Context: an optimization exercise on an open-source flow, tuned for small area. The choices shown serve that exercise and are no tape-out recipe. At most, simulation tests tie the RTL to the original design; equivalence was not proved. The RTL of runs 1 and 4 was laid out without a check of its function. No activity file was given, so power comes from the tool's default toggle rates.

## flow/design.v

```verilog
module VectorDiv(
  input          clock,
  input          reset,
  input  [191:0] io_instr,
  input  [17:0]  io_vlmul,
  output [131:0] io_bundles,
  output [5:0]   io_valid,
  output [2:0]   io_strIndex
);
  reg         stateReg;    
  reg [16:0]  slotReg [0:5];
  reg [5:0]   validReg;
  reg         add6Reg;     
  reg         add1Reg;     
  reg         add7Reg;     
  reg [5:2]   addIReg;     
  wire [5:0] isV;
  wire [16:0] rawF [0:5];
  genvar g;
  generate
    for (g = 0; g < 6; g = g + 1) begin : dec
      wire [31:0] in = io_instr[32*g +: 32];
      assign isV[g] = in[6:0] == 7'h57 && in[14:12] == 3'h0 && in[31:26] == 6'h0;
      assign rawF[g] = {1'b1, in[19:15], in[24:20], in[11:7], in[25]};
    end
  endgenerate
  wire [2:0] vl0 = io_vlmul[2:0];
  wire is2 = vl0 == 3'h1;
  wire is4 = vl0 == 3'h2;
  wire is8 = vl0 == 3'h3;
  wire is1 = ~(is2 | is4 | is8);
  wire [5:1] ic;
  generate
    for (g = 1; g < 6; g = g + 1) begin : cx
      assign ic[g] = io_vlmul[3*g+2] == 1'b0 && io_vlmul[3*g +: 2] != 2'b00;
    end
  endgenerate
  wire [5:0] none_;
  assign none_[0] = 1'b1;
  generate
    for (g = 1; g < 6; g = g + 1) begin : nn
      assign none_[g] = none_[g-1] & ~ic[g];
    end
  endgenerate
  wire zeroOff = stateReg & ~is8 & none_[5];
  reg [2:0] nUop;
  reg       ok;
  always @(*) begin
    if (~stateReg) begin
      nUop = is8 ? 3'd6 : is4 ? 3'd4 : is2 ? 3'd2 : 3'd1;
      ok   = 1'b1;
    end else if (zeroOff) begin
      nUop = 3'd1;
      ok   = 1'b1;
    end else begin
      nUop = is8 ? 3'd2 : is4 ? 3'd6 : is2 ? 3'd4 : 3'd3;
      ok   = is8 | (is4 & ic[1]) | (is2 & ~none_[3]) | (is1 & ~none_[4]);
    end
  end
  wire [4:1] useN;
  assign useN[1] = ok & (nUop == 3'd1);
  assign useN[2] = ok & (nUop == 3'd2);
  assign useN[3] = ok & (nUop == 3'd3);
  assign useN[4] = ok & (nUop == 3'd4);
  reg [4:0]  selS [0:5];
  reg [5:0]  takeS, selC, selH;
  reg [5:0]  nextValid;
  integer i, m;
  always @(*) begin
    for (i = 0; i < 6; i = i + 1) begin
      takeS[i] = 1'b0;
      for (m = 0; m < 5; m = m + 1) begin
        selS[i][m] = 1'b0;
        if (i - m >= 1 && i - m <= 4) begin
          takeS[i] = takeS[i] | (useN[i - m] & none_[m + 1]);
          selS[i][m] = useN[i - m] & none_[m + 1] & isV[m + 1];
        end
      end
      selC[i] = ~takeS[i] & isV[0] & (~stateReg | (i < 2));
      selH[i] = ~takeS[i] & stateReg & (i >= 2);
      nextValid[i] = ok & ((i < nUop) | takeS[i]);
    end
  end
  wire [16:0] nextSlot [0:5];
  genvar gi;
  generate
    for (gi = 0; gi < 6; gi = gi + 1) begin : sm
      SlotMux #(.IDX(gi)) mux (
        .selC(selC[gi]), .selH(selH[gi]), .selS(selS[gi]),
        .cur(rawF[0]), .hold(slotReg[gi]),
        .s0(rawF[1]), .s1(rawF[2]), .s2(rawF[3]), .s3(rawF[4]), .s4(rawF[5]),
        .y(nextSlot[gi])
      );
    end
  endgenerate
  always @(posedge clock) begin
    if (reset)
      stateReg <= 1'b0;
    else
      stateReg <= ~stateReg & is8;
    for (i = 0; i < 6; i = i + 1)
      slotReg[i] <= nextSlot[i];
    validReg <= nextValid;
    add6Reg <= stateReg & isV[0];
    add1Reg <= ~takeS[1] & isV[0];
    add7Reg <= stateReg & ~takeS[1] & isV[0];
    for (i = 2; i < 6; i = i + 1)
      if (takeS[i])
        addIReg[i] <= 1'b0;
      else if (~stateReg)
        addIReg[i] <= isV[0];
  end
  generate
    for (gi = 0; gi < 6; gi = gi + 1) begin : so
      SlotOut #(.IDX(gi)) out (
        .s(slotReg[gi]),
        .addA(gi == 0 ? add6Reg : gi == 1 ? add1Reg : addIReg[gi < 2 ? 2 : gi]),
        .addB(gi == 1 ? add7Reg : 1'b0),
        .bundle(io_bundles[22*gi +: 22])
      );
    end
  endgenerate
  assign io_valid = validReg;
  assign io_strIndex = ~stateReg ? (is8 ? 3'd0 :
                                    is4 ? (ic[1] ? 3'd1 : ic[2] ? 3'd2 : 3'd3) :
                                    is2 ? (ic[1] ? 3'd1 : ic[2] ? 3'd2 : ic[3] ? 3'd3 : ic[4] ? 3'd4 : 3'd5) :
                                          (ic[1] ? 3'd1 : ic[2] ? 3'd2 : ic[3] ? 3'd3 : ic[4] ? 3'd4 : ic[5] ? 3'd5 : 3'd6))
                                 : (ic[1] ? 3'd1 : ic[2] ? 3'd2 : ic[3] ? 3'd3 : ic[4] ? 3'd4 :
                                    (ic[5] | is8) ? 3'd5 : 3'd6);
endmodule
module SlotMux #(parameter IDX = 0) (
  input         selC,
  input         selH,
  input  [4:0]  selS,
  input  [16:0] cur,
  input  [16:0] hold,
  input  [16:0] s0, s1, s2, s3, s4,
  output [16:0] y
);
  wire [16:0] s [0:4];
  assign s[0] = s0; assign s[1] = s1; assign s[2] = s2; assign s[3] = s3; assign s[4] = s4;
  reg [16:0] acc;
  integer m;
  always @(*) begin
    acc = {17{selC}} & cur;
    if (IDX >= 2)
      acc = acc | ({17{selH}} & hold);
    for (m = 0; m < 5; m = m + 1)
      if (IDX - m >= 1 && IDX - m <= 4)
        acc = acc | ({17{selS[m]}} & s[m]);
  end
  assign y = acc;
endmodule
module SlotOut #(parameter IDX = 0) (
  input  [16:0] s,
  input         addA,
  input         addB,
  output [21:0] bundle
);
  wire [2:0] addv = IDX == 0 ? {addA, addA, 1'b0} :
                    IDX == 1 ? {addB, addB, addA} :
                    (addA ? IDX[2:0] : 3'd0);
  wire [4:0] a = s[15:11] + addv;
  wire [4:0] b = s[10:6] + addv;
  wire [4:0] d = s[5:1] + addv;
  assign bundle = {s[16], a, b, d, s[0], s[5:1]};
endmodule
module VectorDivTop(
  input         clock,
  input         reset,
  input  [31:0] io_instr_0,
  input  [31:0] io_instr_1,
  input  [31:0] io_instr_2,
  input  [31:0] io_instr_3,
  input  [31:0] io_instr_4,
  input  [31:0] io_instr_5,
  input  [2:0]  io_vlmul_0,
  input  [2:0]  io_vlmul_1,
  input  [2:0]  io_vlmul_2,
  input  [2:0]  io_vlmul_3,
  input  [2:0]  io_vlmul_4,
  input  [2:0]  io_vlmul_5,
  output        io_outCtrlSignals_0_vecWen,
  output [4:0]  io_outCtrlSignals_0_lsrc_0,
  output [4:0]  io_outCtrlSignals_0_lsrc_1,
  output [4:0]  io_outCtrlSignals_0_ldest,
  output [5:0]  io_outCtrlSignals_0_imm,
  output        io_valid_0,
  output        io_outCtrlSignals_1_vecWen,
  output [4:0]  io_outCtrlSignals_1_lsrc_0,
  output [4:0]  io_outCtrlSignals_1_lsrc_1,
  output [4:0]  io_outCtrlSignals_1_ldest,
  output [5:0]  io_outCtrlSignals_1_imm,
  output        io_valid_1,
  output        io_outCtrlSignals_2_vecWen,
  output [4:0]  io_outCtrlSignals_2_lsrc_0,
  output [4:0]  io_outCtrlSignals_2_lsrc_1,
  output [4:0]  io_outCtrlSignals_2_ldest,
  output [5:0]  io_outCtrlSignals_2_imm,
  output        io_valid_2,
  output        io_outCtrlSignals_3_vecWen,
  output [4:0]  io_outCtrlSignals_3_lsrc_0,
  output [4:0]  io_outCtrlSignals_3_lsrc_1,
  output [4:0]  io_outCtrlSignals_3_ldest,
  output [5:0]  io_outCtrlSignals_3_imm,
  output        io_valid_3,
  output        io_outCtrlSignals_4_vecWen,
  output [4:0]  io_outCtrlSignals_4_lsrc_0,
  output [4:0]  io_outCtrlSignals_4_lsrc_1,
  output [4:0]  io_outCtrlSignals_4_ldest,
  output [5:0]  io_outCtrlSignals_4_imm,
  output        io_valid_4,
  output        io_outCtrlSignals_5_vecWen,
  output [4:0]  io_outCtrlSignals_5_lsrc_0,
  output [4:0]  io_outCtrlSignals_5_lsrc_1,
  output [4:0]  io_outCtrlSignals_5_ldest,
  output [5:0]  io_outCtrlSignals_5_imm,
  output        io_valid_5,
  output [2:0]  io_strIndex
);
  wire [131:0] bundles;
  wire [5:0]   valids;
  VectorDiv core (
    .clock(clock),
    .reset(reset),
    .io_instr({io_instr_5, io_instr_4, io_instr_3, io_instr_2, io_instr_1, io_instr_0}),
    .io_vlmul({io_vlmul_5, io_vlmul_4, io_vlmul_3, io_vlmul_2, io_vlmul_1, io_vlmul_0}),
    .io_bundles(bundles),
    .io_valid(valids),
    .io_strIndex(io_strIndex)
  );
  assign {io_outCtrlSignals_0_vecWen, io_outCtrlSignals_0_lsrc_0, io_outCtrlSignals_0_lsrc_1,
          io_outCtrlSignals_0_ldest, io_outCtrlSignals_0_imm} = bundles[21:0];
  assign {io_outCtrlSignals_1_vecWen, io_outCtrlSignals_1_lsrc_0, io_outCtrlSignals_1_lsrc_1,
          io_outCtrlSignals_1_ldest, io_outCtrlSignals_1_imm} = bundles[43:22];
  assign {io_outCtrlSignals_2_vecWen, io_outCtrlSignals_2_lsrc_0, io_outCtrlSignals_2_lsrc_1,
          io_outCtrlSignals_2_ldest, io_outCtrlSignals_2_imm} = bundles[65:44];
  assign {io_outCtrlSignals_3_vecWen, io_outCtrlSignals_3_lsrc_0, io_outCtrlSignals_3_lsrc_1,
          io_outCtrlSignals_3_ldest, io_outCtrlSignals_3_imm} = bundles[87:66];
  assign {io_outCtrlSignals_4_vecWen, io_outCtrlSignals_4_lsrc_0, io_outCtrlSignals_4_lsrc_1,
          io_outCtrlSignals_4_ldest, io_outCtrlSignals_4_imm} = bundles[109:88];
  assign {io_outCtrlSignals_5_vecWen, io_outCtrlSignals_5_lsrc_0, io_outCtrlSignals_5_lsrc_1,
          io_outCtrlSignals_5_ldest, io_outCtrlSignals_5_imm} = bundles[131:110];
  assign {io_valid_5, io_valid_4, io_valid_3, io_valid_2, io_valid_1, io_valid_0} = valids;
endmodule
```

## flow/flow/run.sh

```bash
#!/bin/bash
# Standard layout with these changes:
#  - the combinational logic is mapped for area, module by module (hsynth.ys); the result
#    is used only if it has the standard synthesis's flip-flops (same names and cells) and
#    equiv.ys proves it does what the standard netlist does; otherwise the standard netlist's
#    logic is re-mapped as a whole (reopt.ys) under the same checks, or kept as it is;
#  - the port buffers are plain buf_1 cells;
#  - clock tree synthesis adds no dummy loads.
set -euo pipefail
W=$(pwd)
R=$W/orfs/results/$FLOW_PLATFORM/VectorDivTop/base
YOSYS=$FLOW_HOME/../tools/install/yosys/bin/yosys
LIB=$FLOW_HOME/platforms/sky130hd/lib/sky130_fd_sc_hd__tt_025C_1v80.lib
export BUFFER_PORTS_ARGS="-buffer_cell sky130_fd_sc_hd__buf_1"
export CTS_ARGS="-sink_clustering_enable -repair_clock_nets -sink_clustering_size 30 -sink_clustering_max_diameter 100 -buf_list sky130_fd_sc_hd__clkbuf_8 -dont_use_dummy_load"

bash standard.sh synth > make_synth.log 2>&1
cp "$R/1_2_yosys.v" "$W/synth_standard.v"

sub() { sed -e "s#@LIB@#$LIB#g; s#@TOP@#$FLOW_TOP#g; s#@DESIGN@#$FLOW_DESIGN#g; s#@ABC@#$W/flow/area.abc#g; s#@IN@#$W/synth_standard.v#g; s#@GOLD@#$W/synth_standard.v#g; s#@OUT@#$3#g; s#@GATE@#$3#g" "$1" > "$2"; }
flops() { grep -E '^\s*sky130_fd_sc_hd__(dfxtp|dfxbp|edfxtp|dfrtp|dfrbp|dfstp|dfsbp|dfbbp|sdf|sedf|dl)\S* ' "$1" | awk '{print $1, $2}' | sort; }
try() {  # try NAME SCRIPT: make synth_NAME.v and check it against the standard netlist
  sub "flow/$2" "$1.ys" "$W/synth_$1.v"
  sub flow/equiv.ys "equiv_$1.ys" "$W/synth_$1.v"
  "$YOSYS" -s "$1.ys" > "yosys_$1.log" 2>&1 || return 1
  flops synth_standard.v > flops_standard.txt
  flops "synth_$1.v" > "flops_$1.txt"
  cmp -s flops_standard.txt "flops_$1.txt" || return 1
  "$YOSYS" -s "equiv_$1.ys" > "yosys_equiv_$1.log" 2>&1 || return 1
}
if try hier hsynth.ys; then
  echo "module-by-module netlist used" > netlist_status.txt
  cp "$W/synth_hier.v" "$R/1_2_yosys.v"
elif try reopt reopt.ys; then
  echo "re-mapped netlist used" > netlist_status.txt
  cp "$W/synth_reopt.v" "$R/1_2_yosys.v"
else
  echo "standard netlist used" > netlist_status.txt
fi

bash standard.sh > make_finish.log 2>&1
```

## flow/flow/area.abc

```
strash
ifraig
dc2
strash
&get -n
&dch -f
&nf -R 1000
&put
```

## flow/flow/equiv.ys

```
# Check that the re-mapped netlist does what the standard synthesis's netlist does.
read_liberty -ignore_miss_func @LIB@
read_verilog @GOLD@
rename @TOP@ gold
read_verilog @GATE@
rename @TOP@ gate
rename -hide gold/w:_* gold/c:_* gate/w:_* gate/c:_*
flatten gold gate
opt_clean
equiv_make gold gate equiv
hierarchy -top equiv
equiv_simple -seq 2
equiv_induct -seq 2
equiv_status -assert
```

## flow/flow/hsynth.ys

```
# Synthesis that keeps the design's module hierarchy through technology mapping, so that
# ABC maps each module on its own for area; flattened at the end like the standard synthesis.
read_verilog -sv @DESIGN@
hierarchy -check -top @TOP@
synth -top @TOP@ -nofsm -noshare -run :fine
synth -top @TOP@ -nofsm -noshare -run fine:check
chformal -remove
delete t:$print
rename -wire
opt -purge
dfflibmap -liberty @LIB@ -dont_use sky130_fd_sc_hd__lpflow_bleeder_1 -dont_use sky130_fd_sc_hd__lpflow_clkbufkapwr_1 -dont_use sky130_fd_sc_hd__lpflow_clkbufkapwr_16 -dont_use sky130_fd_sc_hd__lpflow_clkbufkapwr_2 -dont_use sky130_fd_sc_hd__lpflow_clkbufkapwr_4 -dont_use sky130_fd_sc_hd__lpflow_clkbufkapwr_8 -dont_use sky130_fd_sc_hd__lpflow_clkinvkapwr_1 -dont_use sky130_fd_sc_hd__lpflow_clkinvkapwr_16 -dont_use sky130_fd_sc_hd__lpflow_clkinvkapwr_2 -dont_use sky130_fd_sc_hd__lpflow_clkinvkapwr_4 -dont_use sky130_fd_sc_hd__lpflow_clkinvkapwr_8 -dont_use sky130_fd_sc_hd__lpflow_decapkapwr_12 -dont_use sky130_fd_sc_hd__lpflow_decapkapwr_3 -dont_use sky130_fd_sc_hd__lpflow_decapkapwr_4 -dont_use sky130_fd_sc_hd__lpflow_decapkapwr_6 -dont_use sky130_fd_sc_hd__lpflow_decapkapwr_8 -dont_use sky130_fd_sc_hd__lpflow_inputiso0n_1 -dont_use sky130_fd_sc_hd__lpflow_inputiso0p_1 -dont_use sky130_fd_sc_hd__lpflow_inputiso1n_1 -dont_use sky130_fd_sc_hd__lpflow_inputiso1p_1 -dont_use sky130_fd_sc_hd__lpflow_inputisolatch_1 -dont_use sky130_fd_sc_hd__lpflow_isobufsrc_1 -dont_use sky130_fd_sc_hd__lpflow_isobufsrc_16 -dont_use sky130_fd_sc_hd__lpflow_isobufsrc_2 -dont_use sky130_fd_sc_hd__lpflow_isobufsrc_4 -dont_use sky130_fd_sc_hd__lpflow_isobufsrc_8 -dont_use sky130_fd_sc_hd__lpflow_isobufsrckapwr_16 -dont_use sky130_fd_sc_hd__lpflow_lsbuf_lh_hl_isowell_tap_1 -dont_use sky130_fd_sc_hd__lpflow_lsbuf_lh_hl_isowell_tap_2 -dont_use sky130_fd_sc_hd__lpflow_lsbuf_lh_hl_isowell_tap_4 -dont_use sky130_fd_sc_hd__lpflow_lsbuf_lh_isowell_4 -dont_use sky130_fd_sc_hd__lpflow_lsbuf_lh_isowell_tap_1 -dont_use sky130_fd_sc_hd__lpflow_lsbuf_lh_isowell_tap_2 -dont_use sky130_fd_sc_hd__lpflow_lsbuf_lh_isowell_tap_4 -dont_use sky130_fd_sc_hd__probe_p_8 -dont_use sky130_fd_sc_hd__probec_p_8 
opt
setundef -zero
abc -liberty @LIB@ -dont_use sky130_fd_sc_hd__lpflow_bleeder_1 -dont_use sky130_fd_sc_hd__lpflow_clkbufkapwr_1 -dont_use sky130_fd_sc_hd__lpflow_clkbufkapwr_16 -dont_use sky130_fd_sc_hd__lpflow_clkbufkapwr_2 -dont_use sky130_fd_sc_hd__lpflow_clkbufkapwr_4 -dont_use sky130_fd_sc_hd__lpflow_clkbufkapwr_8 -dont_use sky130_fd_sc_hd__lpflow_clkinvkapwr_1 -dont_use sky130_fd_sc_hd__lpflow_clkinvkapwr_16 -dont_use sky130_fd_sc_hd__lpflow_clkinvkapwr_2 -dont_use sky130_fd_sc_hd__lpflow_clkinvkapwr_4 -dont_use sky130_fd_sc_hd__lpflow_clkinvkapwr_8 -dont_use sky130_fd_sc_hd__lpflow_decapkapwr_12 -dont_use sky130_fd_sc_hd__lpflow_decapkapwr_3 -dont_use sky130_fd_sc_hd__lpflow_decapkapwr_4 -dont_use sky130_fd_sc_hd__lpflow_decapkapwr_6 -dont_use sky130_fd_sc_hd__lpflow_decapkapwr_8 -dont_use sky130_fd_sc_hd__lpflow_inputiso0n_1 -dont_use sky130_fd_sc_hd__lpflow_inputiso0p_1 -dont_use sky130_fd_sc_hd__lpflow_inputiso1n_1 -dont_use sky130_fd_sc_hd__lpflow_inputiso1p_1 -dont_use sky130_fd_sc_hd__lpflow_inputisolatch_1 -dont_use sky130_fd_sc_hd__lpflow_isobufsrc_1 -dont_use sky130_fd_sc_hd__lpflow_isobufsrc_16 -dont_use sky130_fd_sc_hd__lpflow_isobufsrc_2 -dont_use sky130_fd_sc_hd__lpflow_isobufsrc_4 -dont_use sky130_fd_sc_hd__lpflow_isobufsrc_8 -dont_use sky130_fd_sc_hd__lpflow_isobufsrckapwr_16 -dont_use sky130_fd_sc_hd__lpflow_lsbuf_lh_hl_isowell_tap_1 -dont_use sky130_fd_sc_hd__lpflow_lsbuf_lh_hl_isowell_tap_2 -dont_use sky130_fd_sc_hd__lpflow_lsbuf_lh_hl_isowell_tap_4 -dont_use sky130_fd_sc_hd__lpflow_lsbuf_lh_isowell_4 -dont_use sky130_fd_sc_hd__lpflow_lsbuf_lh_isowell_tap_1 -dont_use sky130_fd_sc_hd__lpflow_lsbuf_lh_isowell_tap_2 -dont_use sky130_fd_sc_hd__lpflow_lsbuf_lh_isowell_tap_4 -dont_use sky130_fd_sc_hd__probe_p_8 -dont_use sky130_fd_sc_hd__probec_p_8  -script @ABC@
splitnets
opt_clean -purge
flatten
opt_clean -purge
hilomap -singleton -hicell sky130_fd_sc_hd__conb_1 HI -locell sky130_fd_sc_hd__conb_1 LO
insbuf -buf sky130_fd_sc_hd__buf_4 A X
opt_clean -purge
rename -hide w:*$func$*
stat -liberty @LIB@
write_verilog -noattr -nohex -nodec @OUT@
```

## flow/flow/reopt.ys

```
# Re-map the combinational logic of the standard synthesis for area.
# The flip-flops are kept as they are (same instances, names and cells).
read_liberty -ignore_miss_func @LIB@
read_verilog @IN@
hierarchy -top @TOP@
setattr -mod -set keep_hierarchy 1 sky130_fd_sc_hd__dfxtp_1
setattr -mod -set keep_hierarchy 1 sky130_fd_sc_hd__edfxtp_1
setattr -mod -set keep_hierarchy 1 sky130_fd_sc_hd__dfrtp_1
setattr -mod -set keep_hierarchy 1 sky130_fd_sc_hd__dfstp_1
setattr -mod -set keep_hierarchy 1 sky130_fd_sc_hd__conb_1
flatten
opt_clean
abc -liberty @LIB@ -dont_use sky130_fd_sc_hd__lpflow_bleeder_1 -dont_use sky130_fd_sc_hd__lpflow_clkbufkapwr_1 -dont_use sky130_fd_sc_hd__lpflow_clkbufkapwr_16 -dont_use sky130_fd_sc_hd__lpflow_clkbufkapwr_2 -dont_use sky130_fd_sc_hd__lpflow_clkbufkapwr_4 -dont_use sky130_fd_sc_hd__lpflow_clkbufkapwr_8 -dont_use sky130_fd_sc_hd__lpflow_clkinvkapwr_1 -dont_use sky130_fd_sc_hd__lpflow_clkinvkapwr_16 -dont_use sky130_fd_sc_hd__lpflow_clkinvkapwr_2 -dont_use sky130_fd_sc_hd__lpflow_clkinvkapwr_4 -dont_use sky130_fd_sc_hd__lpflow_clkinvkapwr_8 -dont_use sky130_fd_sc_hd__lpflow_decapkapwr_12 -dont_use sky130_fd_sc_hd__lpflow_decapkapwr_3 -dont_use sky130_fd_sc_hd__lpflow_decapkapwr_4 -dont_use sky130_fd_sc_hd__lpflow_decapkapwr_6 -dont_use sky130_fd_sc_hd__lpflow_decapkapwr_8 -dont_use sky130_fd_sc_hd__lpflow_inputiso0n_1 -dont_use sky130_fd_sc_hd__lpflow_inputiso0p_1 -dont_use sky130_fd_sc_hd__lpflow_inputiso1n_1 -dont_use sky130_fd_sc_hd__lpflow_inputiso1p_1 -dont_use sky130_fd_sc_hd__lpflow_inputisolatch_1 -dont_use sky130_fd_sc_hd__lpflow_isobufsrc_1 -dont_use sky130_fd_sc_hd__lpflow_isobufsrc_16 -dont_use sky130_fd_sc_hd__lpflow_isobufsrc_2 -dont_use sky130_fd_sc_hd__lpflow_isobufsrc_4 -dont_use sky130_fd_sc_hd__lpflow_isobufsrc_8 -dont_use sky130_fd_sc_hd__lpflow_isobufsrckapwr_16 -dont_use sky130_fd_sc_hd__lpflow_lsbuf_lh_hl_isowell_tap_1 -dont_use sky130_fd_sc_hd__lpflow_lsbuf_lh_hl_isowell_tap_2 -dont_use sky130_fd_sc_hd__lpflow_lsbuf_lh_hl_isowell_tap_4 -dont_use sky130_fd_sc_hd__lpflow_lsbuf_lh_isowell_4 -dont_use sky130_fd_sc_hd__lpflow_lsbuf_lh_isowell_tap_1 -dont_use sky130_fd_sc_hd__lpflow_lsbuf_lh_isowell_tap_2 -dont_use sky130_fd_sc_hd__lpflow_lsbuf_lh_isowell_tap_4 -dont_use sky130_fd_sc_hd__probe_p_8 -dont_use sky130_fd_sc_hd__probec_p_8  -script @ABC@
opt_clean -purge
hilomap -singleton -hicell sky130_fd_sc_hd__conb_1 HI -locell sky130_fd_sc_hd__conb_1 LO
insbuf -buf sky130_fd_sc_hd__buf_4 A X
opt_clean -purge
stat -liberty @LIB@
select @TOP@
write_verilog -noattr -nohex -nodec -selected @OUT@
```

## flow/standard.sh

```bash
#!/bin/bash
# synth_recipe.tcl (not shown) runs the flow's synth.tcl, then flattens the netlist and writes it again
# the make line also repeats each setting of config.mk as NAME=value (left out here)
make -C /OpenROAD-flow-scripts/flow DESIGN_CONFIG=/design/flow/config.mk WORK_HOME=/design/flow/orfs CLKGATE_MAP_FILE= SYNTH_SCRIPT=/design/flow/synth_recipe.tcl "${@:-finish}"
```

## flow/config.mk

```make
export PLATFORM = sky130hd
export DESIGN_NAME = VectorDivTop
export DESIGN_NICKNAME = VectorDivTop
export VERILOG_FILES = /design/flow/design.v
export SDC_FILE = /design/flow/constraint.sdc
export NUM_CORES = 4
export LEC_CHECK = 0
export CAP_MARGIN = 20
export CORE_AREA = 5 5 195 195
export CTS_BUF_LIST = sky130_fd_sc_hd__clkbuf_8
export CTS_CLUSTER_DIAMETER = 100
export CTS_CLUSTER_SIZE = 30
export DIE_AREA = 0 0 200 200
export SLEW_MARGIN = 20
```

## flow/constraint.sdc

```tcl
create_clock -name core_clock -period 6.0 [get_ports {clock}]
set_input_delay 1.2000 -clock core_clock [delete_from_list [all_inputs] [get_ports {clock}]]
set_output_delay 1.2000 -clock core_clock [all_outputs]
set_load 0.01 [all_outputs]
```

==> results.cfg, run 1 <==
[timing]
postLayoutSetupSlackWorst_ps = 1300
relSlewSlack_pct = 41.5
rsz0062_at_grt = no
fin_crit_ps = 4700
fin_worst_skew_ps = 15.2
fin_crit_sh_pct = 78.4
fmax_mhz = 213
drv_slew = 0
tns_ps = 0
hold_violations = 0
tightest_slew_ps = 878
setup_viol = 0

[cts]
post_cts_resized = 0
postCtsHoldBufs = 0
cts_setup_buffers = 0
clk_latency_ps = 440
cts_made_buffers = 17
clock_sinks = 116
cts_tree = built
htree_levels = 4
path_clk_slew_ps = 70
root_buffer = clkbuf_8
clockBufferDepth = 2

[grt]
grt_pass1_vias = 6990
grt_pass1_wl_um = 48100
antenna_found_initial = 7
overflow = 0
grt.total_usage_pct = 16.4
grt_max_degree = 22

[finish]
layout.cells.most_common = buf_1
final_cells = 1532
fin_nets = 1280
drive_above_1_share_pct = 4.41
most-common-layout-cells = buf_1 (352), nand2_1 (121), dfxtp_1 (116), a222oi_1 (98), xnor2_1 (48)
syn_to_final_growth_pct = 40.2

[placed_design]
post-place-ws_ps = 842
placed_cells = 1510
place.gp.congestion = 0.856
numPortBuffers = 352
hpwl_um = 27600

[outcome]
outcome = timing/DRC/antenna clean

[worst_setup_path]
cp-start-kind = input port
critPathCaptureType = register
crit_type = input port to register
cp.required_ps = 6310
crit_fanout = 18
reg2reg_slack_ps = 1900
cp.arrival_ps = 5020

[route]
drtIter0Drc = 1094
vias_per_cell = 4.81
drcViolationCount = 0
routedWlPerCell_um = 22.6
firstDrtPassIters = 12
postRouteAntennaNets = 0
wl_um = 34700
num_vias = 7373

[floorplanning]
die_y_um = 200
core_sq_um = 35600
start_util_pct = 16.8
dieArea_sq_um = 40000
num_rows = 69
die_x_um = 200
io-pin-count = 353

[min_path]
hp-class = register to register

[flow_run]
drv_cap = 0

[power_and_ir_drop]
ir_drop_uv = 97.2
p_per_area_nw_per_um2 = 176
p_leak_nw = 3.12
power_w = 0.00147

[synthesis]
syn_area_sq_um = 5960
syn_area_per_cell_sq_um = 9.04
ys_warn_count = 11
netlist_instances = 659
## stage by stage
step | instance area [sq um] | utilization (%) | hold WS [ps]
5_1_grt | 8360 | 23.5 | 499
3_3_place_gp | 8110 | 22.8 | 440
6_report | 8360 | 23.5 | 455
2_1_floorplan | 6030 | - | 440
3_5_place_dp | 8110 | 22.8 | 444
4_1_cts | 8350 | 23.5 | 456
## path summary, 6_finish.rpt
path,to,cells past startpoint,start
min,core.slotReg[2][6],2,core.slotReg[2][6]
min reg2reg,core.slotReg[2][6],2,core.slotReg[2][6]
max reg2reg,core.slotReg[5][3],11,core.stateReg
max,core.slotReg[5][3],14,io_vlmul_3[1]
## layout make-up
| cell class | count | area [sq um] |
|---|---|---|
| Tap cell | 461 | 577 |
| Clock buffer | 17 | 234 |
| Antenna cell | 5 | 12.5 |
| Multi-Input combinational cell | 556 | 3710 |
| Sequential cell | 116 | 2320 |
| Inverter | 2 | 7.51 |
| Timing Repair Buffer | 375 | 1490 |
| Fill cell | 3993 | 27200 |
## registers in the layout (all words and copies together) (netlist names)
register       count
core.add6Reg       1
core.add7Reg       1
core.stateReg      1
core.validReg      6
core.add1Reg       1
core.slotReg     102
core.addIReg       4
## layer usage
metal  global-route usage, %  vias to the layer above  part of all wire, %
li1                        -                     3418                    -
met1                    21.9                     3518                   43
met2                    25.8                      388                   45
met3                    4.58                       45                  9.1
met4                    5.01                        4                  2.5
met5                       0                        -                0.078
## power by group
group	switching (W)	internal (W)	leakage [nW]
registers	0.00000256	0.000775	0.936
clock network	0.000290	0.000249	0.122
logic	0.000103	0.0000513	2.06
## worst max-delay path, stage by stage
cell	delay, ps
buf_1	110
nor2_1	170
nor2_1	150
or3_1	430
nor3_1	380
o22ai_1	290
or2_0	380
nor2_1	240
o21ai_0	180
or2_0	260
o2111a_1	170
and3b_1	490
a222oi_1	480
nand2_1	80
==> run 2, diff against run 1 <==
--- a/flow/design.v
+++ b/flow/design.v
@@ -85,11 +85,12 @@
   genvar gi;
   generate
     for (gi = 0; gi < 6; gi = gi + 1) begin : sm
+      assign nextSlot[gi][16] = selC[gi] | (selH[gi] & slotReg[gi][16]) | (|selS[gi]);
       SlotMux #(.IDX(gi)) mux (
         .selC(selC[gi]), .selH(selH[gi]), .selS(selS[gi]),
-        .cur(rawF[0]), .hold(slotReg[gi]),
-        .s0(rawF[1]), .s1(rawF[2]), .s2(rawF[3]), .s3(rawF[4]), .s4(rawF[5]),
-        .y(nextSlot[gi])
+        .cur(rawF[0][15:0]), .hold(slotReg[gi][15:0]),
+        .s0(rawF[1][15:0]), .s1(rawF[2][15:0]), .s2(rawF[3][15:0]), .s3(rawF[4][15:0]), .s4(rawF[5][15:0]),
+        .y(nextSlot[gi][15:0])
       );
     end
   endgenerate
@@ -132,22 +133,22 @@
   input         selC,
   input         selH,
   input  [4:0]  selS,
-  input  [16:0] cur,
-  input  [16:0] hold,
-  input  [16:0] s0, s1, s2, s3, s4,
-  output [16:0] y
-);
-  wire [16:0] s [0:4];
+  input  [15:0] cur,
+  input  [15:0] hold,
+  input  [15:0] s0, s1, s2, s3, s4,
+  output [15:0] y
+);
+  wire [15:0] s [0:4];
   assign s[0] = s0; assign s[1] = s1; assign s[2] = s2; assign s[3] = s3; assign s[4] = s4;
-  reg [16:0] acc;
+  reg [15:0] acc;
   integer m;
   always @(*) begin
-    acc = {17{selC}} & cur;
+    acc = {16{selC}} & cur;
     if (IDX >= 2)
-      acc = acc | ({17{selH}} & hold);
+      acc = acc | ({16{selH}} & hold);
     for (m = 0; m < 5; m = m + 1)
       if (IDX - m >= 1 && IDX - m <= 4)
-        acc = acc | ({17{selS[m]}} & s[m]);
+        acc = acc | ({16{selS[m]}} & s[m]);
   end
   assign y = acc;
 endmodule
--- a/flow/config.mk
+++ b/flow/config.mk
@@ -5,10 +5,10 @@
 export SDC_FILE = /design/flow/constraint.sdc
 export NUM_CORES = 4
 export LEC_CHECK = 0
-export CAP_MARGIN = 20
+export CAP_MARGIN = 5
 export CORE_AREA = 5 5 195 195
 export CTS_BUF_LIST = sky130_fd_sc_hd__clkbuf_8
 export CTS_CLUSTER_DIAMETER = 100
 export CTS_CLUSTER_SIZE = 30
 export DIE_AREA = 0 0 200 200
-export SLEW_MARGIN = 20
+export SLEW_MARGIN = 5
==> run 2 against run 1 <==
Still clean. Critical path depth grew 3. Synthesized cell count grew 1.2%. Cell count shrank 0.98%. Routed wire length shrank 6.8%. Core utilization shrank 0.50 points. Flip-flop and latch count is the same. Die area is the same.
==> results.cfg, run 2 <==
[timing]
tns_ps = 0
rsz0062_at_grt = no
fin_crit_sh_pct = 79.8
postLayoutSetupSlackWorst_ps = 1210
fmax_mhz = 209
relSlewSlack_pct = 22.0
fin_crit_ps = 4790
hold_violations = 0
final.hold.worst_slack_ps = 473
fin_worst_skew_ps = 25.4
setup_viol = 0
drv_slew = 0
tightest_slew_ps = 1170

[finish]
nFillCells = 4030
fin_nets = 1263
multi_input_area_sq_um = 3560
regMostFlops = core.slotReg
layout.cells.most_common = buf_1
most-common-layout-cells = buf_1 (352), nand2_1 (130), dfxtp_1 (116), a222oi_1 (96), nor2_1 (50)
largest_reg_flops = 102
top_regs = core.slotReg (102), core.validReg (6), core.addIReg (4)
syn_to_final_growth_pct = 38.2
sequential_cell_area_sq_um = 2320
fin_area_sq_um = 8180
drive_above_1_share_pct = 3.53
final_cells = 1517

[outcome]
outcome = timing/DRC/antenna clean

[cts]
clk_latency_ps = 450
postCtsHoldBufs = 0
cts_tree = built
cts_made_buffers = 17
clockBufferDepth = 2
htree_levels = 4
post_cts_resized = 0
path_clk_slew_ps = 70
clock_sinks = 116
cts_setup_buffers = 0
root_buffer = clkbuf_8

[grt]
overflow = 0
antenna_found_initial = 7
grt_max_degree = 19
grt_pass1_vias = 6967
grt_pass1_wl_um = 46300
grt.total_usage_pct = 15.5

[floorplanning]
core_sq_um = 35600
io-pin-count = 353
die_x_um = 200
dieArea_sq_um = 40000
die_y_um = 200
num_rows = 69
start_util_pct = 16.6

[worst_setup_path]
crit_type = input port to register
cp.arrival_ps = 5090
reg2regPathDepth = 14
cp-start-kind = input port
crit_fanout = 17
crit_path_max_incr_delay_ps = 550
reg2reg_slack_ps = 2060
cp.required_ps = 6310
reg2reg_from = core.stateReg
crit_chain = buf_1, o21bai_1, nor2b_1, nand2_1, or2_0, nand2_1, nor2_1, nor2_1, nand2_1, nor2_1, nand3_1, nor2_1, nor2_1, nand2_1, clkinv_1, a222oi_1, nand2_1
regToRegEndpoint = core.slotReg[5][11]
crit_slowest_cell = a222oi_1
critPathCaptureType = register

[synthesis]
ys_warn_count = 11
netlist_instances = 667
syn_area_per_cell_sq_um = 8.87
syn_area_sq_um = 5920

[route]
drtIter0Drc = 848
vias_per_cell = 4.71
num_vias = 7152
drcViolationCount = 0
routedWlPerCell_um = 21.3
postRouteAntennaNets = 0
firstDrtPassIters = 7
wl_um = 32300

[min_path]
worstHoldEndpoint = core.slotReg[2][1]
worstHoldStart = core.slotReg[2][1]
hp-class = register to register
hold_path_depth = 2

[power_and_ir_drop]
ir_drop_uv = 75.8
p_per_area_nw_per_um2 = 179
p_leak_nw = 3.04

[placed_design]
hpwl_um = 27100
post_dp_cell_area_sq_um = 7930
placed_cells = 1493
place.gp.congestion = 0.928
numPortBuffers = 352
post-place-ws_ps = 881

[flow_run]
drv_cap = 0
## run 2: through the flow
stage	utilization (%)	power, W
after floorplan	-	0.000832
after global placement	22.3	0.000945
after detailed placement	22.3	0.000943
after CTS	23.0	0.00149
after global routing	23.0	0.00153
final	23.0	0.00146
## run 2: area by class of cell
type                            instances  area share (%)
Multi-Input combinational cell        540            43.5
Sequential cell                       116            28.4
Timing Repair Buffer                  369            17.7
Tap cell                              461            7.05
Clock buffer                           17            2.86
Inverter                                7           0.321
Antenna cell                            7           0.214
## run 2: report_power, final
| part | leakage, nW | internal, W | switching (W) | total (W) |
|---|---|---|---|---|
| logic | 1.98 | 0.0000501 | 0.000101 | 0.000151 |
| clock network | 0.122 | 0.000248 | 0.000284 | 0.000532 |
| registers | 0.936 | 0.000775 | 0.00000192 | 0.000777 |
| total | 3.04 | 0.00107 | 0.000387 | 0.00146 |
## run 2: worst max-delay path by stage
stage | start | endpoint | cells past startpoint
after global routing | io_vlmul_2[1] | core.slotReg[5][14] | 17
final | io_vlmul_2[1] | core.slotReg[5][11] | 17
after detailed placement | io_vlmul_2[1] | core.slotReg[5][14] | 17
after global placement | io_vlmul_2[1] | core.slotReg[5][14] | 17
after CTS | io_vlmul_2[1] | core.slotReg[5][11] | 17
after floorplan | io_vlmul_2[1] | core.slotReg[5][0] | 13
## run 2: critical path: cells and delay by family
family	cells	cell delay (ps)
buffers and inverters	2	600
AND/OR/NAND/NOR	13	2270
AO/OA/AOI/OAI	2	1020
## run 2: routing by layer
metal / global-route usage (%) / vias to the layer above / wire, um
li1: - / 3382 / -
met1: 20.2 / 3400 / 13500
met2: 24.3 / 321 / 15000
met3: 4.88 / 43 / 3030
met4: 5.11 / 6 / 760
met5: 0 / - / 28
==> run 3, diff against run 2 <==
--- a/flow/config.mk
+++ b/flow/config.mk
@@ -5,10 +5,10 @@
 export SDC_FILE = /design/flow/constraint.sdc
 export NUM_CORES = 4
 export LEC_CHECK = 0
-export CAP_MARGIN = 5
+export CAP_MARGIN = 20
 export CORE_AREA = 5 5 195 195
 export CTS_BUF_LIST = sky130_fd_sc_hd__clkbuf_8
 export CTS_CLUSTER_DIAMETER = 100
 export CTS_CLUSTER_SIZE = 30
 export DIE_AREA = 0 0 200 200
-export SLEW_MARGIN = 5
+export SLEW_MARGIN = 20
==> run 3 against run 2 <==
Largest power group unchanged. Still clean on timing, DRC and antenna. Critical path depth unchanged. Largest cell class unchanged. Core utilization unchanged. Cell count unchanged. Power unchanged. Non-clock buffer count unchanged. Via count unchanged.
==> results.cfg, run 3 <==
[cts]
cts_tree = built
cts_made_buffers = 17
postCtsHoldBufs = 0
clk_latency_ps = 450
cts_setup_buffers = 0
post_cts_resized = 0
path_clk_slew_ps = 70
htree_levels = 4
root_buffer = clkbuf_8
clockBufferDepth = 2
clock_sinks = 116

[finish]
nFillCells = 4030
top_regs = core.slotReg (102), core.validReg (6), core.addIReg (4)
largest_reg_flops = 102
utilization_pct = 23.0
fin_area_sq_um = 8180
drive_above_1_share_pct = 3.53
syn_to_final_growth_pct = 38.2
most-common-layout-cells = buf_1 (352), nand2_1 (130), dfxtp_1 (116), a222oi_1 (96), nor2_1 (50)
layout.cells.most_common = buf_1
regMostFlops = core.slotReg
fin_nets = 1263

[power_and_ir_drop]
p_per_area_nw_per_um2 = 179
p_leak_nw = 3.04
switching_power_w = 0.000387
pwr-share-comb_pct = 10.4
p_clk_share_pct = 36.4
seqPwrFrac_pct = 53.2
switching_share_pct = 26.5
internal-power_w = 0.00107
ir_drop_uv = 75.8

[flow_run]
drv_cap = 0

[placed_design]
place.gp.congestion = 0.928
hpwl_um = 27100
post_dp_cell_area_sq_um = 7930
numPortBuffers = 352
post-place-ws_ps = 881

[synthesis]
netlist_instances = 667
syn_area_sq_um = 5920
syn_area_per_cell_sq_um = 8.87
ys_warn_count = 11

[timing]
drv_slew = 0
hold_violations = 0
setup_viol = 0
postLayoutSetupSlackWorst_ps = 1210
final.hold.worst_slack_ps = 473
fmax_mhz = 209
fin_worst_skew_ps = 25.4
relSlewSlack_pct = 22.0
fin_crit_sh_pct = 79.8
rsz0062_at_grt = no
tns_ps = 0
fin_crit_ps = 4790
tightest_slew_ps = 1170

[route]
num_vias = 7152
postRouteAntennaNets = 0
drtIter0Drc = 848
firstDrtPassIters = 7
wl_um = 32300
drcViolationCount = 0
vias_per_cell = 4.71
routedWlPerCell_um = 21.3

[floorplanning]
die_y_um = 200
die_x_um = 200
core_sq_um = 35600
io-pin-count = 353
num_rows = 69
start_util_pct = 16.6
dieArea_sq_um = 40000

[worst_setup_path]
cp-start-kind = input port
crit_chain = buf_1, o21bai_1, nor2b_1, nand2_1, or2_0, nand2_1, nor2_1, nor2_1, nand2_1, nor2_1, nand3_1, nor2_1, nor2_1, nand2_1, clkinv_1, a222oi_1, nand2_1
crit_fanout = 17
reg2reg_from = core.stateReg
reg2regPathDepth = 14
cp.arrival_ps = 5090
crit_type = input port to register
reg2reg_slack_ps = 2060
cp.required_ps = 6310
critPathCaptureType = register
crit_slowest_cell = a222oi_1
crit_path_max_incr_delay_ps = 550
regToRegEndpoint = core.slotReg[5][11]

[min_path]
worstHoldStart = core.slotReg[2][1]
hp-class = register to register
worstHoldEndpoint = core.slotReg[2][1]
hold_path_depth = 2

[grt]
grt_pass1_wl_um = 46300
antenna_found_initial = 7
overflow = 0
grt_max_degree = 19
grt.total_usage_pct = 15.5
grt_pass1_vias = 6967

[outcome]
outcome = timing/DRC/antenna clean
==> run 3: critical path: cells and delay by family <==
kind | cells | cell delay [ps]
buf+inv | 2 | 600
compound gates | 2 | 1020
simple gates | 13 | 2270
==> run 3: how the worst max path moves through the flow <==
stage | start | end | depth (start not counted)
after floorplan | io_vlmul_2[1] | core.slotReg[5][0] | 13
after global placement | io_vlmul_2[1] | core.slotReg[5][14] | 17
after detailed placement | io_vlmul_2[1] | core.slotReg[5][14] | 17
after CTS | io_vlmul_2[1] | core.slotReg[5][11] | 17
after global routing | io_vlmul_2[1] | core.slotReg[5][14] | 17
final | io_vlmul_2[1] | core.slotReg[5][11] | 17
==> run 3: power by group through the flow <==
stage | Sequential (W) | Combinational [W] | Clock, W
after detailed placement | 0.000794 | 0.000149 | 0
after global placement | 0.000794 | 0.000151 | 0
final | 0.000777 | 0.000151 | 0.000532
after CTS | 0.000777 | 0.000150 | 0.000559
after floorplan | 0.000796 | 0.0000354 | 0
after global routing | 0.000777 | 0.000164 | 0.000590
==> run 3: layout make-up <==
cell class / count / area [sq um] / share of cell area (%)
inverters: 7 / 26.3 / 0.321
flip-flops and latches: 116 / 2320 / 28.4
repair buffers: 369 / 1450 / 17.7
diodes: 7 / 17.5 / 0.214
multi-input cells: 540 / 3560 / 43.5
well taps: 461 / 577 / 7.05
clock buffers: 17 / 234 / 2.86
==> run 3: metrics by stage <==
step                      total power [W]  instances
after floorplan                  0.000832        667
after global placement           0.000945       1493
after detailed placement         0.000943       1493
after CTS                         0.00149       1510
after global routing              0.00153       1515
final                             0.00146       1517
==> run 3: metal layers <==
layer  up-vias  GRT usage (%)  routed length [um]
met3        43           4.88                3030
met5         -              0                  28
met1      3400           20.2               13500
met4         6           5.11                 760
met2       321           24.3               15000
li1       3382              -                   -
==> run 4, diff against run 3 <==
--- a/flow/design.v
+++ b/flow/design.v
@@ -161,9 +161,9 @@
   wire [2:0] addv = IDX == 0 ? {addA, addA, 1'b0} :
                     IDX == 1 ? {addB, addB, addA} :
                     (addA ? IDX[2:0] : 3'd0);
-  wire [4:0] a = s[15:11] + addv;
-  wire [4:0] b = s[10:6] + addv;
-  wire [4:0] d = s[5:1] + addv;
+  wire [4:0] a = s[15:11] + {2'b00, addv};
+  wire [4:0] b = s[10:6] + {2'b00, addv};
+  wire [4:0] d = s[5:1] + {2'b00, addv};
   assign bundle = {s[16], a, b, d, s[0], s[5:1]};
 endmodule
 module VectorDivTop(
--- a/flow/config.mk
+++ b/flow/config.mk
@@ -7,8 +7,7 @@
 export LEC_CHECK = 0
 export CAP_MARGIN = 20
 export CORE_AREA = 5 5 195 195
-export CTS_BUF_LIST = sky130_fd_sc_hd__clkbuf_8
-export CTS_CLUSTER_DIAMETER = 100
-export CTS_CLUSTER_SIZE = 30
 export DIE_AREA = 0 0 200 200
+export GPL_TIMING_DRIVEN = 0
+export PLACE_DENSITY = 0.75
 export SLEW_MARGIN = 20
==> run 4 against run 3 <==
Routed wire length is 4.5% higher. Highest routed layer unchanged. Critical path type unchanged. Non-clock buffer count is 1 lower. Largest cell class unchanged. Die area is the same. Power increased by 1.5%. Core utilization increased by 0.17 points. Still clean on timing, DRC and antenna.
==> results.cfg, run 4 <==
[cts]
postCtsHoldBufs = 0
cts_made_buffers = 17
cts_setup_buffers = 0
clockBufferDepth = 2
clock_sinks = 116
post_cts_resized = 0
clk_latency_ps = 440
root_buffer = clkbuf_8
htree_levels = 4
path_clk_slew_ps = 70
cts_tree = built

[floorplanning]
io-pin-count = 353
dieArea_sq_um = 40000
die_y_um = 200
core_sq_um = 35600
start_util_pct = 16.6
num_rows = 69
die_x_um = 200

[worst_setup_path]
crit_type = input port to register
critPathCaptureType = register
cp-start-kind = input port
crit_fanout = 17
reg2reg_slack_ps = 1710
cp.arrival_ps = 5770
cp.required_ps = 6270

[grt]
gr-usage-met2_pct = 26.0
grt_pass1_vias = 7054
grtUsageMet1_pct = 20.9
antenna_found_initial = 10
overflow = 0
grtUsageMet3_pct = 4.10
grt.total_usage_pct = 15.9
grt_pass1_wl_um = 46700
top_usage_layer = met2
grt_max_degree = 19

[route]
drcViolationCount = 0
vias_per_cell = 4.81
routedWlPerCell_um = 22.3
firstDrtPassIters = 9
postRouteAntennaNets = 0
num_vias = 7291
drtIter0Drc = 1069
wl_um = 33700

[placed_design]
placed_cells = 1492
hpwl_um = 27800
place.gp.congestion = 0.934
post-place-ws_ps = 13.1
numPortBuffers = 352

[timing]
hold_violations = 0
fin_crit_ps = 5500
tightest_slew_ps = 1170
fin_crit_sh_pct = 91.7
fmax_mhz = 182
setup_viol = 0
relSlewSlack_pct = 21.7
postLayoutSetupSlackWorst_ps = 497
drv_slew = 0
fin_worst_skew_ps = 33.4
final.hold.worst_slack_ps = 475
rsz0062_at_grt = no

[synthesis]
syn_area_per_cell_sq_um = 8.87
ys_warn_count = 11
netlist_instances = 667
syn_area_sq_um = 5920

[outcome]
outcome = timing/DRC/antenna clean

[finish]
fin_nets = 1262
top_regs = core.slotReg (102), core.validReg (6), core.addIReg (4)
largest_reg_flops = 102
syn_to_final_growth_pct = 39.2
final_cells = 1515
nFillCells = 3983
layout.cells.most_common = buf_1
most-common-layout-cells = buf_1 (352), nand2_1 (130), dfxtp_1 (116), a222oi_1 (96), xnor2_1 (48)
drive_above_1_share_pct = 4.77
regMostFlops = core.slotReg

[power_and_ir_drop]
ir_drop_uv = 114
p_leak_nw = 3.04
power_w = 0.00148
p_per_area_nw_per_um2 = 180

[min_path]
hp-class = register to register

[flow_run]
drv_cap = 0
[run 4: area by class of cell]
type | count | area (sq um) | area share (%)
clock buffers | 17 | 234 | 2.84
plain buffers | 4 | 30.0 | 0.364
diodes | 6 | 15.0 | 0.182
flip-flops and latches | 116 | 2320 | 28.2
inverters | 7 | 30.0 | 0.364
repair buffers | 364 | 1450 | 17.5
multi-input cells | 540 | 3590 | 43.5
well taps | 461 | 577 | 7.00
[run 4: worst max-delay path, cell delays in order]
cell	delay [ps]
buf_1	70
o21bai_1	470
nor2b_1	560
nand2_1	160
or2_0	290
nand2_1	100
nor2_1	60
nor2_1	280
nand2_1	130
nor2_1	420
nand3_1	290
nor2_1	230
nor2_1	100
nand2_1	150
clkinvlp_4	410
a222oi_1	750
nand2_1	100
[run 4: path summary, 6_finish.rpt]
check                           cells past startpoint                from            endpoint
worst max-delay path                               17       io_vlmul_2[1]  core.slotReg[5][6]
worst min-delay path                                2  core.slotReg[2][1]  core.slotReg[2][1]
worst max register to register                     14       core.stateReg  core.slotReg[5][6]
worst min register to register                      2  core.slotReg[2][1]  core.slotReg[2][1]
[run 4: per-stage QoR]
stage | TNS, ps | utilization (%) | cell area (sq um)
4_1_cts | 0 | 23.1 | 8220
3_5_place_dp | 0 | 22.4 | 7980
3_3_place_gp | -9640 | 22.0 | 7820
2_1_floorplan | 0 | - | 5920
6_report | 0 | 23.2 | 8240
5_1_grt | 0 | 23.1 | 8230
[run 4: where the power goes]
part	total (W)	switching (W)	internal, W	leakage, nW
combinational	0.000152	0.000102	0.0000498	1.98
clock	0.000554	0.000305	0.000249	0.122
sequential	0.000777	0.00000227	0.000775	0.936
[run 4: routing by layer]
metal | vias up | wire [um] | share of wire, %
met2 | 346 | 16100 | 48
met5 | - | 85 | 0.25
met1 | 3505 | 14400 | 43
li1 | 3386 | - | -
met3 | 42 | 2630 | 7.8
met4 | 12 | 544 | 1.6
==> run 5, diff against run 4 <==
--- a/flow/design.v
+++ b/flow/design.v
@@ -9,10 +9,9 @@
 );
   reg         stateReg;    
   reg [16:0]  slotReg [0:5];
-  reg [5:0]   validReg;
-  reg         add6Reg;     
+  reg [2:0]   validCnt;    
+  reg         wasSReg;     
   reg         add1Reg;     
-  reg         add7Reg;     
   reg [5:2]   addIReg;     
   wire [5:0] isV;
   wire [16:0] rawF [0:5];
@@ -101,10 +100,11 @@
       stateReg <= ~stateReg & is8;
     for (i = 0; i < 6; i = i + 1)
       slotReg[i] <= nextSlot[i];
-    validReg <= nextValid;
-    add6Reg <= stateReg & isV[0];
+    validCnt <= {nextValid[3],
+                 (nextValid[1] & ~nextValid[3]) | nextValid[5],
+                 (nextValid[0] & ~nextValid[1]) | (nextValid[2] & ~nextValid[3]) | (nextValid[4] & ~nextValid[5])};
+    wasSReg <= stateReg;
     add1Reg <= ~takeS[1] & isV[0];
-    add7Reg <= stateReg & ~takeS[1] & isV[0];
     for (i = 2; i < 6; i = i + 1)
       if (takeS[i])
         addIReg[i] <= 1'b0;
@@ -115,13 +115,14 @@
     for (gi = 0; gi < 6; gi = gi + 1) begin : so
       SlotOut #(.IDX(gi)) out (
         .s(slotReg[gi]),
-        .addA(gi == 0 ? add6Reg : gi == 1 ? add1Reg : addIReg[gi < 2 ? 2 : gi]),
-        .addB(gi == 1 ? add7Reg : 1'b0),
+        .addA(gi == 0 ? wasSReg & slotReg[0][16] : gi == 1 ? add1Reg : addIReg[gi < 2 ? 2 : gi]),
+        .addB(gi == 1 ? wasSReg & add1Reg : 1'b0),
         .bundle(io_bundles[22*gi +: 22])
       );
     end
   endgenerate
-  assign io_valid = validReg;
+  assign io_valid = {validCnt > 3'd5, validCnt > 3'd4, validCnt > 3'd3,
+                     validCnt > 3'd2, validCnt > 3'd1, validCnt > 3'd0};
   assign io_strIndex = ~stateReg ? (is8 ? 3'd0 :
                                     is4 ? (ic[1] ? 3'd1 : ic[2] ? 3'd2 : 3'd3) :
                                     is2 ? (ic[1] ? 3'd1 : ic[2] ? 3'd2 : ic[3] ? 3'd3 : ic[4] ? 3'd4 : 3'd5) :
--- a/flow/config.mk
+++ b/flow/config.mk
@@ -6,8 +6,6 @@
 export NUM_CORES = 4
 export LEC_CHECK = 0
 export CAP_MARGIN = 20
-export CORE_AREA = 5 5 195 195
-export DIE_AREA = 0 0 200 200
-export GPL_TIMING_DRIVEN = 0
-export PLACE_DENSITY = 0.75
+export CORE_AREA = 5 5 155 155
+export DIE_AREA = 0 0 160 160
 export SLEW_MARGIN = 20
==> run 5 against run 4 <==
Cell count fell by 13%. Clock skew fell by 11 ps. Area after synthesis fell by 0.78%. Register-to-register slack improved by 410 ps. Sequential share of layout area rose by 0.73 points. Flip-flop and latch count fell by 4. Routed wire length fell by 15%. Power fell by 13%. Critical endpoint is now core.slotReg[5][3]. Largest power group unchanged. Highest routed layer unchanged.
==> results.cfg, run 5 <==
[cts]
root_buffer = clkbuf_8
clockBufferDepth = 2
postCtsHoldBufs = 0
cts_made_buffers = 9
clock_sinks = 112
cts_tree = built
htree_levels = 3
clk_latency_ps = 390
cts_setup_buffers = 0
path_clk_slew_ps = 110
post_cts_resized = 0

[grt]
grt_pass1_vias = 7065
grt_max_degree = 20
grt.total_usage_pct = 21.3
overflow = 0
antenna_found_initial = 1
grt_pass1_wl_um = 43200

[finish]
top_regs = core.slotReg (102), core.addIReg (4), core.validCnt (3)
antennaDiodeCount = 0
nFillCells = 2393
layout.cells.most_common = buf_1
drive_above_1_share_pct = 2.91
final_cells = 1312
fin_nets = 1246
largest_reg_flops = 102
syn_to_final_growth_pct = 32.1
most-common-layout-cells = buf_1 (352), nand2_1 (132), dfxtp_1 (112), a222oi_1 (96), xnor2_1 (48)
regMostFlops = core.slotReg
sequential_cell_area_sq_um = 2240
fin_area_sq_um = 7760
multi_input_area_sq_um = 3610

[synthesis]
syn_area_per_cell_sq_um = 8.85
netlist_instances = 664
syn_area_sq_um = 5870
ys_warn_count = 11

[floorplanning]
die_y_um = 160
die_x_um = 160
num_rows = 54
dieArea_sq_um = 25600
io-pin-count = 353
start_util_pct = 26.7
core_sq_um = 22000

[timing]
final.hold.worst_slack_ps = 474
tns_ps = 0
fmax_mhz = 217
fin_worst_skew_ps = 22.7
tightest_slew_ps = 1080
drv_slew = 0
fin_crit_ps = 4620
setup_viol = 0
hold_violations = 0
fin_crit_sh_pct = 76.9
relSlewSlack_pct = 27.7
rsz0062_at_grt = no

[worst_setup_path]
reg2regPathDepth = 11
crit_start = io_vlmul_3[1]
crit_fanout = 16
cp-start-kind = input port
critPathCaptureType = register
crit_path_max_incr_delay_ps = 580
regToRegEndpoint = core.slotReg[5][3]
reg2reg_from = core.stateReg
reg2reg_slack_ps = 2120
critPathCapture = core.slotReg[5][3]
crit_chain = buf_1, nor2_1, nor2_1, nor2_1, nand2_1, nor2_1, nand2_1, a31oi_1, nor4b_1, nand2_1, and4_1, nand2b_1, clkinv_1, a222oi_1, nand2_1
crit_type = input port to register
crit_slowest_cell = nor4b_1
cp.required_ps = 6230
cp.arrival_ps = 4850

[flow_run]
drv_cap = 0

[route]
routedWlPerCell_um = 21.9
postRouteAntennaNets = 0
wl_um = 28700
firstDrtPassIters = 10
drcViolationCount = 0
num_vias = 7158
drtIter0Drc = 1125
vias_per_cell = 5.46

[min_path]
hold_path_depth = 1
hp-class = register to register

[power_and_ir_drop]
p_leak_nw = 2.96
power_w = 0.00129
p_per_area_nw_per_um2 = 166
ir_drop_uv = 67.7

[placed_design]
hpwl_um = 23500
post_dp_cell_area_sq_um = 7620
numPortBuffers = 352
place.gp.congestion = 0.940
placed_cells = 1303

[outcome]
outcome = timing/DRC/antenna clean
==> run 5: metrics by stage <==
| stage | utilization [%] | worst slack (ps) |
|---|---|---|
| after floorplan | - | 2120 |
| after global placement | 34.7 | 1290 |
| after detailed placement | 34.7 | 1170 |
| after CTS | 35.3 | 1560 |
| after global routing | 35.3 | 1200 |
| final | 35.3 | 1380 |
==> run 5: worst max-delay path: cells and delay by family <==
family / cells / cell delay (ps)
AND/OR/NAND/NOR: 11 / 2170
AO/OA/AOI/OAI: 2 / 920
buffers and inverters: 2 / 570
==> run 5: layer usage <==
metal | up-vias | part of all wire, % | global-route usage (%)
met3 | 49 | 9.8 | 4.12
li1 | 3349 | - | -
met5 | - | 0.045 | 0
met2 | 417 | 44 | 32.0
met4 | 2 | 2.9 | 7.59
met1 | 3341 | 43 | 30.4
==> run 5: worst min-delay path by stage <==
stage                         from                  end  slack (ps)
2_1_floorplan   core.slotReg[2][9]   core.slotReg[2][9]         450
3_3_place_gp   core.slotReg[2][16]  core.slotReg[2][16]         430
3_5_place_dp   core.slotReg[2][16]  core.slotReg[2][16]         450
4_1_cts        core.slotReg[2][16]  core.slotReg[2][16]         480
5_1_grt        core.slotReg[2][16]  core.slotReg[2][16]         510
6_report       core.slotReg[2][16]  core.slotReg[2][16]         470
==> run 5: power by group <==
part	internal, W	total [W]	switching [W]
clock network	0.000136	0.000379	0.000243
registers	0.000747	0.000753	0.00000544
logic	0.0000541	0.000158	0.000104
==> run 5: layout make-up <==
cell class	instances	area share, %
clock buffer	9	1.60
inverter	4	0.194
multi-input combinational	543	46.6
sequential	112	28.9
tap	280	4.52
timing repair buffer	364	18.2
==> run 6, diff against run 5 <==
--- a/flow/flow/run.sh
+++ b/flow/flow/run.sh
@@ -12,7 +12,7 @@
 YOSYS=$FLOW_HOME/../tools/install/yosys/bin/yosys
 LIB=$FLOW_HOME/platforms/sky130hd/lib/sky130_fd_sc_hd__tt_025C_1v80.lib
 export BUFFER_PORTS_ARGS="-buffer_cell sky130_fd_sc_hd__buf_1"
-export CTS_ARGS="-sink_clustering_enable -repair_clock_nets -sink_clustering_size 30 -sink_clustering_max_diameter 100 -buf_list sky130_fd_sc_hd__clkbuf_8 -dont_use_dummy_load"
+export CTS_ARGS="-sink_clustering_enable -repair_clock_nets -sink_clustering_size 30 -sink_clustering_max_diameter 100 -buf_list sky130_fd_sc_hd__clkbuf_16 -dont_use_dummy_load"
 
 bash standard.sh synth > make_synth.log 2>&1
 cp "$R/1_2_yosys.v" "$W/synth_standard.v"
--- a/flow/config.mk
+++ b/flow/config.mk
@@ -6,6 +6,6 @@
 export NUM_CORES = 4
 export LEC_CHECK = 0
 export CAP_MARGIN = 20
-export CORE_AREA = 5 5 155 155
-export DIE_AREA = 0 0 160 160
+export CORE_AREA = 5 5 195 195
+export DIE_AREA = 0 0 200 200
 export SLEW_MARGIN = 20
==> run 6 against run 5 <==
Still clean. Count of clock-buffer cells in the layout did not move. Fmax shrank 0.25%. Sequential power is essentially flat. Flip-flop and latch count is the same. Core utilization decreased by 13 points.
==> results.cfg, run 6 <==
[outcome]
outcome = timing/DRC/antenna clean

[placed_design]
post_dp_cell_area_sq_um = 7880
place.gp.congestion = 0.900
numPortBuffers = 352
hpwl_um = 27700

[synthesis]
syn_area_sq_um = 5870
ys_warn_count = 11
netlist_instances = 664
syn_area_per_cell_sq_um = 8.85

[timing]
final.hold.worst_slack_ps = 448
relSlewSlack_pct = 32.3
drv_slew = 0
fmax_mhz = 216
fin_worst_skew_ps = 17.4
fin_crit_ps = 4630
hold_violations = 0
fin_crit_sh_pct = 77.1
tightest_slew_ps = 1010
tns_ps = 0
setup_viol = 0
rsz0062_at_grt = no

[cts]
post_cts_resized = 0
postCtsHoldBufs = 0
clockBufferDepth = 2
cts_made_buffers = 9
path_clk_slew_ps = 70
root_buffer = clkbuf_16
htree_levels = 3
cts_tree = built
clock_sinks = 112
cts_setup_buffers = 0
clk_latency_ps = 370

[power_and_ir_drop]
switching_share_pct = 26.0
power_w = 0.00144
internal-power_w = 0.00107
ir_drop_uv = 115
switching_power_w = 0.000376
p_leak_nw = 3.03
pwr-share-comb_pct = 11.0
seqPwrFrac_pct = 52.2
p_clk_share_pct = 36.8
p_per_area_nw_per_um2 = 178

[route]
firstDrtPassIters = 9
vias_per_cell = 4.80
drcViolationCount = 0
wl_um = 33000
routedWlPerCell_um = 22.0
num_vias = 7200
postRouteAntennaNets = 0
drtIter0Drc = 1025

[finish]
layout.cells.most_common = buf_1
top_regs = core.slotReg (102), core.addIReg (4), core.validCnt (3)
drive_above_1_share_pct = 3.09
syn_to_final_growth_pct = 38.2
regMostFlops = core.slotReg
most-common-layout-cells = buf_1 (352), nand2_1 (132), dfxtp_1 (112), a222oi_1 (96), xnor2_1 (48)
fin_area_sq_um = 8120
largest_reg_flops = 102
nFillCells = 4009
utilization_pct = 22.8
fin_nets = 1250

[worst_setup_path]
crit_type = input port to register
cp.arrival_ps = 4860
crit_fanout = 16
cp.required_ps = 6230
cp-start-kind = input port
critPathCaptureType = register

[min_path]
hp-class = register to register

[floorplanning]
io-pin-count = 353
num_rows = 69
start_util_pct = 16.5
die_y_um = 200
dieArea_sq_um = 40000
core_sq_um = 35600
die_x_um = 200

[grt]
grt.total_usage_pct = 15.7
grt_pass1_wl_um = 46700
antenna_found_initial = 10
overflow = 0
grt_pass1_vias = 6979
grt_max_degree = 21

[flow_run]
drv_cap = 0
==> run 6: final cells by class <==
type	instances	area (sq um)	area share, %
Multi-Input combinational cell	543	3610	44.5
Sequential cell	112	2240	27.6
Timing Repair Buffer	368	1440	17.8
Tap cell	461	577	7.11
Clock buffer	9	225	2.78
Inverter	4	15.0	0.185
Antenna cell	2	5.00	0.0617
==> run 6: power by group through the flow <==
stage | combinational (W) | clock [W] | sequential (W)
2_1_floorplan | 0.0000458 | 0 | 0.000767
3_3_place_gp | 0.000159 | 0 | 0.000770
3_5_place_dp | 0.000157 | 0 | 0.000770
4_1_cts | 0.000158 | 0.000551 | 0.000753
5_1_grt | 0.000174 | 0.000583 | 0.000753
6_report | 0.000159 | 0.000531 | 0.000753
==> run 6: final timing paths <==
check / startpoint / endpoint / slack (ps) / cells past startpoint
worst min-delay path: core.slotReg[3][16] / core.slotReg[3][16] / 450 / 2
worst max register to register: core.stateReg / core.slotReg[5][14] / 2080 / 11
worst max-delay path: io_vlmul_1[1] / core.slotReg[5][14] / 1370 / 14
worst min register to register: core.slotReg[3][16] / core.slotReg[3][16] / 450 / 2
==> run 6: metrics by stage <==
stage | instances | worst slack, ps
2_1_floorplan | 664 | 2120
4_1_cts | 1497 | 1460
6_report | 1499 | 1370
5_1_grt | 1499 | 999
3_3_place_gp | 1488 | 1330
3_5_place_dp | 1488 | 1100
==> run 6: worst max-delay path, stage by stage <==
cell and delay (ps):
buf_1 70, nor2_1 200, or2_0 350, nand2_1 130, nor2_1 150, nand2_1 120
a31oi_1 470, nor4b_1 540, nand2_1 150, and4_1 220, nand2b_1 130, clkinv_1 470
a222oi_1 540, nand2_1 90
==> run 6: metal layers <==
layer	vias up	global-route usage, %	part of all wire (%)
li1	3359	-	-
met3	50	4.50	9.1
met1	3434	21.1	43
met4	16	4.23	1.9
met5	-	0	0.29
met2	341	24.6	46

re-timing with driven ports:
The flow's constraints put no driver on any port. The routed layouts listed below were extracted and timed again, unchanged, in two steps.
Step 1 (the two cells are an assumption about what drives the block):
set clk [get_ports {clock}]
set_driving_cell -lib_cell sky130_fd_sc_hd__clkbuf_16 $clk
set_driving_cell -lib_cell sky130_fd_sc_hd__buf_2 [delete_from_list [all_inputs] $clk]
Step 2, shift: input delay + t, output delay - t, t = (earliest + latest rising clock arrival at the registers) / 2. This alone moves slack from input paths to output paths.
a / b / c = ideal / step 1 / step 2; a / b = the first two.
run | t, ns | setup slack, ns | worst setup path after step 2 | slew at the worst register clock pin (ns) | worst slew at a driven data input, ns
run 1 | 0.466 | 1.296 / 1.313 / 0.847 | input to register | 0.08 / 0.08 | 0.11
run 2 | 0.473 | 1.214 / 1.230 / 0.758 | input to register | 0.08 / 0.08 | 0.09
run 3 | 0.473 | 1.214 / 1.230 / 0.758 | input to register | 0.08 / 0.08 | 0.09
run 4 | 0.472 | 0.497 / 0.517 / 0.045 | input to register | 0.09 / 0.09 | 0.11
run 5 | 0.404 | 1.384 / 1.396 / 0.992 | input to register | 0.12 / 0.12 | 0.08
run 6 | 0.394 | 1.373 / 1.389 / 0.995 | input to register | 0.09 / 0.09 | 0.09
After both steps every run listed still meets setup and hold.
